Context: an optimization exercise on an open-source flow, tuned for small area. The choices shown serve that exercise and are no tape-out recipe. Only simulation tests tie the RTL to the original design; equivalence was not proved. No driver is modelled on the clock port, so clocking that relies on it looks cheaper here than on a real chip. Power and IR drop assume default switching activity.

rev 12:
==> flow/design.v <==
`timescale 1ns / 1ps
module CLKGEN(
	input  wire        clk,
	input  wire        reset,
	input  wire [31:0] TINT,
	output reg         SYS_CLK,
	output reg         CONV,
	output wire        sys_tick
    );
	reg  [3:0]  jc;
	reg  [27:0] cnt_int;
	assign sys_tick = jc[3] & ~SYS_CLK;
	always @(posedge clk or posedge reset)
		if (reset) begin
			jc      <= 0;
			SYS_CLK <= 0;
		end else begin
			jc      <= {jc[2:0], ~SYS_CLK};
			SYS_CLK <= jc[3];
		end
	wire [28:0] t;
	wire [27:0] xn;
	assign t[0] = sys_tick;
	genvar i;
	generate for (i = 0; i < 28; i = i + 1) begin : g_inc
		assign t[i+1] = t[i] & cnt_int[i];
		assign xn[i]  = ~(cnt_int[i] ^ t[i]);
	end endgenerate
	wire [32:0] lt;
	assign lt[0] = 1'b0;
	generate for (i = 0; i < 32; i = i + 1) begin : g_cmp
		wire na = (i < 28) ? xn[i] : (i == 28) ? ~t[28] : 1'b1;
		assign lt[i+1] = (na & TINT[i]) | ((na | TINT[i]) & lt[i]);
	end endgenerate
	wire clr = sys_tick & ~(lt[32] | (TINT == 32'd0));
	always @(posedge clk or posedge reset)
		if (reset) begin
			cnt_int <= 0;
			CONV    <= 0;
		end else begin
			cnt_int <= ~xn & {28{~clr}};
			if (clr)
				CONV <= ~CONV;
		end
endmodule
`timescale 1ns / 1ps
module READOUT(
	input  wire        clk,
	input  wire        RST,
	input  wire        sys_tick,
	input  wire        SYS_CLK,
	input  wire        DVALID_BAR,
	input  wire        DOUT,
	input  wire [9:0]  fifo_cnt,
	input  wire [31:0] TINT,
	output wire        DXMIT_BAR,
	output wire        DCLK,
	output wire        done,
	output wire [63:0] data2pipe,
	output wire [31:0] fifo_th,
	output wire        fifo_flag
    );
	reg  [5:0]  st_n;
	reg         dvalid_old_n;
	reg  [39:0] doutreg;
	wire [5:0]  st = ~st_n;
	wire idle = st[5] & st[4];
	assign DXMIT_BAR = idle;
	assign done      = idle & st[0];
	wire r0 = st[5] & ~st[4] & st[3] & ~st[2] & ~st[1] & ~st[0];
	assign DCLK      = SYS_CLK & ~(idle & ~st[0]) & ~r0;
	assign data2pipe = {24'd0, doutreg};
	always @(posedge clk or posedge RST)
		if (RST) begin
			st_n         <= ~6'd62;
			dvalid_old_n <= 0;
		end else if (sys_tick) begin
			dvalid_old_n <= ~DVALID_BAR;
			if (idle)
				st_n <= (!DVALID_BAR && !dvalid_old_n) ? ~6'd40 : ~6'd62;
			else
				st_n <= st_n + 1'b1;
		end
	always @(posedge clk)
		if (sys_tick && !idle && st != 6'd0)
			doutreg <= {DOUT, doutreg[39:1]};
	wire z   = (TINT[31:17] == 15'd0);
	wire t1  = z && (TINT[16:0] < 17'd5000);
	wire t2  = z && (TINT[16:0] < 17'd10000);
	wire t3  = z && (TINT[16:0] < 17'd50000);
	wire t4  = z && (TINT[16:0] < 17'd100000);
	reg th7, th5_n, th4, th3;
	wire th5 = ~th5_n;
	always @(posedge clk or posedge RST)
		if (RST) begin
			th7 <= 0; th5_n <= 0; th4 <= 0; th3 <= 0;
		end else if (sys_tick) begin
			th7   <= t2;
			th5_n <= ~(t3 & ~t2);
			th4   <= t1 | ~t2;
			th3   <= (t2 & ~t1) | (t4 & ~t3);
		end
	wire [8:0] thv = {th4 & th7, th7, ~th4, th5, th4, th3,
	                  ~th7 & ~th3 & (th4 ^ th5), th4 & th5, th4 & th3};
	assign fifo_th   = {23'd0, thv};
	assign fifo_flag = fifo_cnt > {thv, 1'b0};
endmodule
`timescale 1ns / 1ps
module FSM(
	input  wire        clk,
	input  wire        reset_fsm,
	input  wire        DOUT,
	input  wire        DVALID_BAR,
	output wire        DXMIT_BAR,
	output wire        SYS_CLK,
	output wire        DCLK,
	output wire        CONV,
	output wire        fifo_flag,
	input  wire [9:0]  fifo_cnt,
	output wire [63:0] data2pipe,
	output wire        done,
	input  wire [31:0] TINT,
	output wire [31:0] fifo_th
    );
	wire sys_tick;
	CLKGEN clkgen1 (
		.clk(clk), .reset(reset_fsm), .TINT(TINT),
		.SYS_CLK(SYS_CLK), .CONV(CONV), .sys_tick(sys_tick));
	READOUT readout1 (
		.clk(clk), .RST(reset_fsm), .sys_tick(sys_tick), .SYS_CLK(SYS_CLK),
		.DVALID_BAR(DVALID_BAR), .DOUT(DOUT), .fifo_cnt(fifo_cnt), .TINT(TINT),
		.DXMIT_BAR(DXMIT_BAR), .DCLK(DCLK), .done(done), .data2pipe(data2pipe),
		.fifo_th(fifo_th), .fifo_flag(fifo_flag));
endmodule
Settings: LEC_CHECK=0, CAP_MARGIN=20, CORE_MARGIN=2, CORE_UTILIZATION=80, PLACE_DENSITY=0.9, SLEW_MARGIN=20; clock period 10.0 ns.
standard.sh (not shown) runs the stock make flow with config.mk's settings and CLKGATE_MAP_FILE= SYNTH_SCRIPT=/design/flow/synth_recipe.tcl, a recipe that flattens the netlist after the stock synthesis.
==> flow/flow/run.sh <==
#!/bin/bash
# ORFS layout (the standard.sh) with these changes:
# - synthesis maps logic with an area-oriented ABC script (flow/abc_area.script) and
#   leaves adders to ABC (no half/full adder cells); everything else in synthesis is
#   the standard flow's own script, so the registers are the same
# - port buffers are buf_1
# - one tie cell per constant value (no tie fanout repair)
# - the resizer may not use buffers larger than buf_6 (flow/dont_use.tcl)
set -euo pipefail
W=$(pwd)
{
  echo 'proc abc {args} {'
  echo '  set i [lsearch $args -script]'
  echo "  if {\$i >= 0} { set args [lreplace \$args \$i [expr {\$i+1}] -script $W/flow/abc_area.script] }"
  echo '  yosys abc {*}$args'
  echo '}'
  cat synth_recipe.tcl
} > my_synth.tcl
sed "s#SYNTH_SCRIPT=[^ ]*#SYNTH_SCRIPT=$W/my_synth.tcl#" standard.sh > my_standard.sh
grep -q "SYNTH_SCRIPT=$W/my_synth.tcl" my_standard.sh
export ADDER_MAP_FILE=
export BUFFER_PORTS_ARGS="-buffer_cell sky130_fd_sc_hd__buf_1"
export SKIP_REPAIR_TIE_FANOUT=1
export CTS_ARGS="-sink_clustering_enable -repair_clock_nets -buf_list sky130_fd_sc_hd__clkbuf_4 -root_buf sky130_fd_sc_hd__clkbuf_4 -dont_use_dummy_load"
for s in GLOBAL_PLACE RESIZE REPAIR_TIMING_POST_PLACE CTS GLOBAL_ROUTE DETAIL_ROUTE; do export PRE_${s}_TCL=$W/flow/dont_use.tcl; done
export POST_CTS_TCL=$W/flow/post_cts.tcl
bash my_standard.sh finish > standard.log 2>&1
==> flow/flow/abc_area.script <==
strash
dc2
&get -n
&st
&dch -f
&nf -R 1000 -C 32 -p
&st
&dch -f
&nf -R 1000 -C 32 -p
&put
topo
==> flow/flow/dont_use.tcl <==
# Keep the resizer from reaching for large buffers; it buffers with buf_2..buf_6.
set_dont_use {sky130_fd_sc_hd__buf_8 sky130_fd_sc_hd__buf_12 sky130_fd_sc_hd__buf_16 sky130_fd_sc_hd__bufbuf_8 sky130_fd_sc_hd__bufbuf_16 sky130_fd_sc_hd__clkbuf_16}
==> flow/flow/post_cts.tcl <==
estimate_parasitics -placement
set n_up 0
foreach inst [get_cells -hierarchical *] {
  if {[get_property $inst ref_name] != "sky130_fd_sc_hd__clkbuf_4"} { continue }
  set out [get_pins -of $inst -filter "direction == output"]
  set worst 0
  foreach p [get_pins -of [get_nets -of $out] -filter "direction == input"] {
    set s [get_property $p slew_max]
    if {$s > $worst} { set worst $s }
  }
  if {$worst > 0.110} {
    puts "upsizing [get_full_name $inst]: sink slew $worst"
    replace_cell $inst sky130_fd_sc_hd__clkbuf_8
    incr n_up
  }
}
if {$n_up > 0} {
  detailed_placement
  estimate_parasitics -placement
}
Edits applied to the flow inputs when going from rev 12 to rev 13:
-- flow/design.v --
<<< rev 12, line 61
	output wire        fifo_flag
    );
	reg  [5:0]  st_n;
	reg         dvalid_old_n;
	reg  [39:0] doutreg;
	wire [5:0]  st = ~st_n;
	wire idle = st[5] & st[4];
	assign DXMIT_BAR = idle;
	assign done      = idle & st[0];
	wire r0 = st[5] & ~st[4] & st[3] & ~st[2] & ~st[1] & ~st[0];
	assign DCLK      = SYS_CLK & ~(idle & ~st[0]) & ~r0;
	assign data2pipe = {24'd0, doutreg};
	always @(posedge clk or posedge RST)
		if (RST) begin
			st_n         <= ~6'd62;
			dvalid_old_n <= 0;
		end else if (sys_tick) begin
			dvalid_old_n <= ~DVALID_BAR;
			if (idle)
				st_n <= (!DVALID_BAR && !dvalid_old_n) ? ~6'd40 : ~6'd62;
			else
				st_n <= st_n + 1'b1;
		end
	always @(posedge clk)
		if (sys_tick && !idle && st != 6'd0)
			doutreg <= {DOUT, doutreg[39:1]};
	wire z   = (TINT[31:17] == 15'd0);
>>> rev 13, line 61
	output wire        fifo_flag
    );
	reg  [5:0]  st;
	reg         dvalid_old_n;
	reg  [39:0] doutreg;
	wire st_idle = (st == 6'd0);
	assign done      = &st;
	wire idle = st_idle | done;
	assign DXMIT_BAR = idle;
	assign DCLK      = SYS_CLK & (st > 6'd22);
	assign data2pipe = {24'd0, doutreg};
	always @(posedge clk or posedge RST)
		if (RST) begin
			st           <= 6'd0;
			dvalid_old_n <= 0;
		end else if (sys_tick) begin
			dvalid_old_n <= ~DVALID_BAR;
			if (idle && !DVALID_BAR && !dvalid_old_n)
				st <= 6'd22;
			else if (!st_idle)
				st <= st + 1'b1;
		end
	always @(posedge clk)
		if (sys_tick && !st_idle && st[5:1] != 5'b11111)
			doutreg <= {DOUT, doutreg[39:1]};
	wire z   = (TINT[31:17] == 15'd0);
Findings:
- Number of combinational gates with multiple inputs was higher in rev 12 than in rev 13.
- Switching power as a share of total power in rev 13 is 0.79 points above rev 12.
- Sort rev 13 and rev 12 by first-iteration DRC count asc -> top: rev 12
- Diff rev 12 -> rev 13 | area added between synthesis and finish | decrease of 0.69 points
- For sequential cell count, rev 13 and rev 12 come out practically identical.
- Measured against each other, rev 13 and rev 12 differ in combinational cell fraction of total power, the higher figure coming from rev 13.
- Diff rev 13..rev 12 | floorplan die width | negligible
- Compared with rev 12, rev 13 improves die area.
- Clock skew is higher on rev 12
- Relative to rev 12, proportion of synthesized chip area in sequential cells has increased by 0.25 points in rev 13.
- Min final-stage net count across rev 13 and rev 12: rev 13
- Power share of the clock group: rev 13 vs rev 12 down 1.9 points
- Rev 13 vs rev 12: wire length up slightly
- Minimum period implied by the final worst setup slack for rev 13 is lower than for rev 12.

-- re-timing with driven ports --
Ports are ideal in the flow. The routed layouts listed here were re-timed in OpenROAD. Step 1 (the two cells are an assumption about what drives the block):
set clk [get_ports {clk}]
set_driving_cell -lib_cell sky130_fd_sc_hd__clkbuf_16 $clk
set_driving_cell -lib_cell sky130_fd_sc_hd__buf_2 [delete_from_list [all_inputs] $clk]
Step 2 also shifts input and output timing later by t, the mid clock arrival at the registers, as if the neighbouring blocks saw the same clock. Three values: no drivers, after step 1, after step 2; two values: the first two.
| run | shift t [ns] | slack for setup (ns) | latest minus earliest clock arrival (ns) | cell pins on the clock port's net |
|---|---|---|---|---|
| rev 12 | 0.376 | 2.785 / 2.785 / 2.785 | 0.032 / 0.033 | 1 |
| rev 13 | 0.367 | 2.828 / 2.828 / 2.828 | 0.026 / 0.027 | 1 |
After both steps setup and hold are still met in every run listed.
